This design comes from an exercise in tuning for small area, a short achievable clock period and few clock cycles per item on the open sky130 flow, not from production work. Where RTL was checked, it was by simulation tests only, not by an equivalence proof against the original.

==> v1 <==
==> flow/design.v <==
module speck_round #(
    parameter W = 32
)(
    input  wire [W-1:0] x_in,    
    input  wire [W-1:0] y_in,    
    input  wire [W-1:0] k_in,    
    output wire [W-1:0] x_out,
    output wire [W-1:0] y_out
);
    wire [W-1:0] sum;
    speck_add #(.W(W)) u_add (.a({x_in[7:0], x_in[W-1:8]}), .b(y_in), .ci(1'b0), .s(sum));
    assign x_out = sum ^ k_in;
    assign y_out = {y_in[W-4:0], y_in[W-1:W-3]} ^ x_out;
endmodule
module speck_add #(
    parameter W = 32
)(
    input  wire [W-1:0] a,
    input  wire [W-1:0] b,
    input  wire         ci,
    output wire [W-1:0] s
);
    reg [W-1:0] g, p;
    integer i, l, j;
    always @* begin
        g = a & b;
        p = a ^ b;
        g[0] = g[0] | (p[0] & ci);
        for (l = 0; (1 << l) < W; l = l + 1)
            for (i = W - 1; i >= 0; i = i - 1)
                if ((i >> l) & 1) begin
                    j = ((i >> l) << l) - 1;
                    g[i] = g[i] | (p[i] & g[j]);
                    p[i] = p[i] & p[j];
                end
    end
    assign s = a ^ b ^ {g[W-2:0], ci};
endmodule
module speck_round_inverse #(
    parameter W = 32
)(
    input  wire [W-1:0] x_in,
    input  wire [W-1:0] y_in,
    input  wire [W-1:0] k_in,
    output wire [W-1:0] x_out,
    output wire [W-1:0] y_out
);
    wire [W-1:0] t = x_in ^ y_in;
    wire [W-1:0] y_temp = {t[2:0], t[W-1:3]};
    wire [W-1:0] diff;
    speck_add #(.W(W)) u_sub (.a(x_in ^ k_in), .b(~y_temp), .ci(1'b1), .s(diff));
    assign x_out = {diff[W-9:0], diff[W-1:W-8]};
    assign y_out = y_temp;
endmodule
module speck64_core (
    input  wire          clk,
    input  wire          rst,           
    output wire          ready,
    input  wire          key_load,
    input  wire [127:0]  key_in,        
    input  wire          blk_start,
    input  wire          blk_dec,
    input  wire [63:0]   blk_in,        
    output reg           blk_done,
    output wire [63:0]   blk_out
);
    reg  [4:0]   ph;        
    reg  [4:0]   ph_b;      
    reg          last;      
    reg          first;     
    reg          nokey;     
    reg          run0;      
    reg          run1;      
    reg          dec0, dec1;
    reg          expand;    
    reg          parked;    
    reg          park_a;    
    reg          show1;     
    reg  [63:0]  dat0, dat1;    
    reg  [63:0]  res0, res1;    
    reg  [127:0] ka, kb;
    reg  [31:0]  kd_f, kd_i;    
    wire [31:0] xf0, yf0, xi0, yi0, xf1, yf1, xi1, yi1;
    wire [31:0] af_l, af_k, bi_l, bi_k;
    speck_round         u_e0_f (.x_in(dat0[63:32]), .y_in(dat0[31:0]), .k_in(ka[31:0]),
                                .x_out(xf0), .y_out(yf0));
    speck_round_inverse u_e0_i (.x_in(dat0[63:32]), .y_in(dat0[31:0]), .k_in(kb[31:0]),
                                .x_out(xi0), .y_out(yi0));
    speck_round         u_e1_f (.x_in(dat1[63:32]), .y_in(dat1[31:0]), .k_in(kd_f),
                                .x_out(xf1), .y_out(yf1));
    speck_round_inverse u_e1_i (.x_in(dat1[63:32]), .y_in(dat1[31:0]), .k_in(kd_i),
                                .x_out(xi1), .y_out(yi1));
    speck_round         u_key_f (.x_in(ka[63:32]), .y_in(ka[31:0]), .k_in({27'd0, ph}),
                                 .x_out(af_l), .y_out(af_k));
    speck_round_inverse u_key_i (.x_in(kb[127:96]), .y_in(kb[31:0]), .k_in({27'd0, ph_b}),
                                 .x_out(bi_l), .y_out(bi_k));
    wire [127:0] ka_fwd = {af_l, ka[127:64], af_k};
    wire [127:0] kb_inv = {kb[95:32], bi_l, bi_k};
    wire take0 = last && !parked;      
    wire take1 = first && run0;        
    assign ready   = take0 || take1;
    assign blk_out = show1 ? res1 : res0;
    always @(posedge clk or posedge rst) begin
        if (rst) begin
            last     <= 1'b1;
            first    <= 1'b0;
            nokey    <= 1'b1;
            run0     <= 1'b0;
            run1     <= 1'b0;
            expand   <= 1'b0;
            parked   <= 1'b0;
            park_a   <= 1'b0;
            show1    <= 1'b0;
            blk_done <= 1'b0;
        end else begin
            blk_done <= (run0 && last) || (run1 && first);
            show1    <= first;
            if (last && nokey && !key_load) begin
                run0   <= 1'b0;
                expand <= 1'b0;
            end else if (last) begin
                last   <= 1'b0;
                first  <= 1'b1;
                nokey  <= 1'b0;
                parked <= 1'b0;
                run0   <= take0 && blk_start;
                expand <= parked || key_load;
            end else begin
                first  <= 1'b0;
                last   <= (ph == 5'd25);
            end
            if (first) begin
                run1 <= take1 && blk_start;
                if (take1 && key_load) begin
                    parked <= 1'b1;
                    park_a <= dec0;
                end
            end
        end
    end
    always @(posedge clk) begin
        if (last) begin
            ph   <= 5'd0;
            ph_b <= 5'd25;
        end else begin
            ph   <= ph + 5'd1;
            ph_b <= ph_b - 5'd1;
        end
    end
    always @(posedge clk) begin
        res0 <= dec0 ? {xi0, yi0} : {xf0, yf0};
        res1 <= dec1 ? {xi1, yi1} : {xf1, yf1};
        if (last) begin
            dec0 <= blk_dec;
            dat0 <= blk_in;
        end else begin
            dat0 <= dec0 ? {xi0, yi0} : {xf0, yf0};
        end
        if (first) begin
            dec1 <= blk_dec;
            dat1 <= blk_in;
        end else begin
            dat1 <= dec1 ? {xi1, yi1} : {xf1, yf1};
        end
        kd_f <= ka[31:0];
        kd_i <= kb[31:0];
        if (last) begin
            if (parked && park_a)
                ka <= ka;
            else if (take0 && key_load)
                ka <= key_in;
            else
                ka <= kb;
            kb <= ka;
        end else if (take1 && key_load) begin
            if (dec0) begin
                ka <= key_in;
                kb <= kb_inv;
            end else begin
                ka <= ka_fwd;
                kb <= key_in;
            end
        end else begin
            if (!(parked && park_a))
                ka <= ka_fwd;
            if (expand) begin
                if (first)
                    kb <= ka;
            end else if (!(parked && !park_a)) begin
                kb <= kb_inv;
            end
        end
    end
endmodule
==> flow/flow/run.sh <==
#!/bin/bash
# The standard layout, with the port buffers made from the smallest buffer
# (buf_1) instead of the one buffer_ports picks by default.
set -euo pipefail
export BUFFER_PORTS_ARGS="-buffer_cell sky130_fd_sc_hd__buf_1"
bash standard.sh > standard_flow.log 2>&1
==> flow/standard.sh <==
#!/bin/bash
# synth_recipe.tcl (not shown) runs the flow's synth.tcl, then flattens the netlist and writes it again
# the make line also repeats each setting of config.mk as NAME=value (left out here)
make -C /OpenROAD-flow-scripts/flow DESIGN_CONFIG=/design/flow/config.mk WORK_HOME=/design/flow/orfs CLKGATE_MAP_FILE= SYNTH_SCRIPT=/design/flow/synth_recipe.tcl "${@:-finish}"
==> flow/config.mk <==
export PLATFORM = sky130hd
export DESIGN_NAME = speck64_core
export DESIGN_NICKNAME = speck64_core
export VERILOG_FILES = /design/flow/design.v
export SDC_FILE = /design/flow/constraint.sdc
export NUM_CORES = 4
export LEC_CHECK = 0
export CAP_MARGIN = 20
export CORE_MARGIN = 2
export CORE_UTILIZATION = 40
export SETUP_SLACK_MARGIN = 3.6
export SLEW_MARGIN = 20
==> flow/constraint.sdc <==
create_clock -name core_clock -period 7.0 [get_ports {clk}]
set_input_delay 1.4000 -clock core_clock [delete_from_list [all_inputs] [get_ports {clk}]]
set_output_delay 1.4000 -clock core_clock [all_outputs]
set_load 0.01 [all_outputs]
==> inputs of v38, as changes to v1 <==
==> flow/design.v (replaced) <==
module speck_round #(
    parameter W = 32
)(
    input  wire [W-1:0] x_in,    
    input  wire [W-1:0] y_in,    
    input  wire [W-1:0] k_in,    
    output wire [W-1:0] x_out,
    output wire [W-1:0] y_out
);
    wire [W-1:0] sum;
    speck_add #(.W(W)) u_add (.a({x_in[7:0], x_in[W-1:8]}), .b(y_in), .ci(1'b0), .s(sum));
    assign x_out = sum ^ k_in;
    assign y_out = {y_in[W-4:0], y_in[W-1:W-3]} ^ x_out;
endmodule
module speck_add #(
    parameter W = 32
)(
    input  wire [W-1:0] a,
    input  wire [W-1:0] b,
    input  wire         ci,
    output wire [W-1:0] s
);
    reg [W-1:0] g, p;
    integer i, l, j;
    always @* begin
        g = a & b;
        p = a ^ b;
        g[0] = g[0] | (p[0] & ci);
        for (l = 0; (1 << l) < W; l = l + 1)
            for (i = W - 1; i >= 0; i = i - 1)
                if ((i >> l) & 1) begin
                    j = ((i >> l) << l) - 1;
                    g[i] = g[i] | (p[i] & g[j]);
                    p[i] = p[i] & p[j];
                end
    end
    assign s = a ^ b ^ {g[W-2:0], ci};
endmodule
module speck_round_inverse #(
    parameter W = 32
)(
    input  wire [W-1:0] x_in,
    input  wire [W-1:0] y_in,
    input  wire [W-1:0] k_in,
    output wire [W-1:0] x_out,
    output wire [W-1:0] y_out
);
    wire [W-1:0] t = x_in ^ y_in;
    wire [W-1:0] y_temp = {t[2:0], t[W-1:3]};
    wire [W-1:0] diff;
    speck_add #(.W(W)) u_sub (.a(x_in ^ k_in), .b(~y_temp), .ci(1'b1), .s(diff));
    assign x_out = {diff[W-9:0], diff[W-1:W-8]};
    assign y_out = y_temp;
endmodule
module speck64_core (
    input  wire          clk,
    input  wire          rst,           
    output wire          ready,
    input  wire          key_load,
    input  wire [127:0]  key_in,        
    input  wire          blk_start,
    input  wire          blk_dec,
    input  wire [63:0]   blk_in,        
    output reg           blk_done,
    output wire [63:0]   blk_out
);
    reg  [4:0]   ph;        
    reg          run;       
    reg          expand;    
    reg          dec;       
    reg  [63:0]  dat;       
    reg  [63:0]  res;       
    reg  [127:0] ka, kb;
    reg  last;              
    wire [31:0] x = dat[63:32];
    wire [31:0] y = dat[31:0];
    wire [31:0] xf, yf, xi, yi;
    wire [31:0] af_l, af_k, bi_l, bi_k;
    wire [4:0]  ph_b = 5'd25 - ph;
    speck_round         u_dat_f (.x_in(x), .y_in(y), .k_in(ka[31:0]), .x_out(xf), .y_out(yf));
    speck_round_inverse u_dat_i (.x_in(x), .y_in(y), .k_in(kb[31:0]), .x_out(xi), .y_out(yi));
    speck_round         u_key_f (.x_in(ka[63:32]), .y_in(ka[31:0]), .k_in({27'd0, ph}),
                                 .x_out(af_l), .y_out(af_k));
    speck_round_inverse u_key_i (.x_in(kb[127:96]), .y_in(kb[31:0]), .k_in({27'd0, ph_b}),
                                 .x_out(bi_l), .y_out(bi_k));
    assign ready   = last;
    assign blk_out = res;
    always @(posedge clk or posedge rst) begin
        if (rst) begin
            ph       <= 5'd0;
            last     <= 1'b0;
            run      <= 1'b0;
            expand   <= 1'b0;
            blk_done <= 1'b0;
        end else begin
            blk_done <= run && last;
            last     <= (ph == 5'd25);
            if (last) begin
                ph     <= 5'd0;
                run    <= blk_start;
                expand <= key_load;
            end else begin
                ph     <= ph + 5'd1;
            end
        end
    end
    always @(posedge clk) begin
        res <= dec ? {xi, yi} : {xf, yf};
        if (last) begin
            dec <= blk_dec;
            dat <= blk_in;
        end else begin
            dat <= dec ? {xi, yi} : {xf, yf};
        end
        if (last) begin
            ka <= key_load ? key_in : kb;
            kb <= ka;
        end else begin
            ka <= {af_l, ka[127:64], af_k};
            if (!expand)
                kb <= {kb[95:32], bi_l, bi_k};
            else if (ph == 5'd0)
                kb <= ka;
        end
    end
endmodule
==> flow/run.sh (new file) <==
#!/bin/bash
# synth_recipe.tcl (not shown) runs the flow's synth.tcl, then flattens the netlist and writes it again
# the make line also repeats each setting of config.mk as NAME=value (left out here)
make -C /OpenROAD-flow-scripts/flow DESIGN_CONFIG=/design/flow/config.mk WORK_HOME=/design/flow/orfs CLKGATE_MAP_FILE= SYNTH_SCRIPT=/design/flow/synth_recipe.tcl finish
Settings changed: SETUP_SLACK_MARGIN 3.6 to default.
removed: flow/flow/run.sh
removed: flow/standard.sh
==> notes <==
- v38 produced a clean layout. v1 completed without violations.
- Between v38 and v1, the lower non-clock buffer count is in v38 (gap 157).
- Against v1, the global-route usage of v38 is lower by 4.5 points.
- In v38 the synthesized area is lower than in v1, by 38%.
- Of v38 and v1, v1 has the higher worst setup slack (gap 0.043 ns).
- In sequential share of layout area, v38 and v1 hardly differ.
Testbench counts of v38, summed over its fixed seeds: cycles 22,464, blocks 784.
Function not checked in v1: the RTL went through the layout flow alone.

-- separate check: timing with driven ports --
How much do the figures lean on ideal ports? The routed layouts below were timed once more, with nothing changed but the port constraints. Step 1: set_driving_cell puts a clkbuf_16 on clk and a buf_2 on each other input, an assumption about the parent block. Step 2, shift: input delay + t, output delay - t, t = (earliest + latest rising clock arrival at the registers) / 2. This alone moves slack from input paths to output paths. a / b / c = no drivers / after step 1 / after step 2; a / b = the first two.
run | t (ns) | setup WS [ns] | worst setup path at the end | clock arrival spread, ns
v1 | 0.693 | 3.214 / 3.214 / 2.888 | input to register | 0.030 / 0.030
v38 | 0.648 | 3.171 / 3.171 / 3.171 | register to register | 0.018 / 0.018
After both steps every run listed still meets setup and hold. For v1, which loses most, drivers alone change the setup slack by 0.000 ns; drivers and shift together by -0.326 ns.
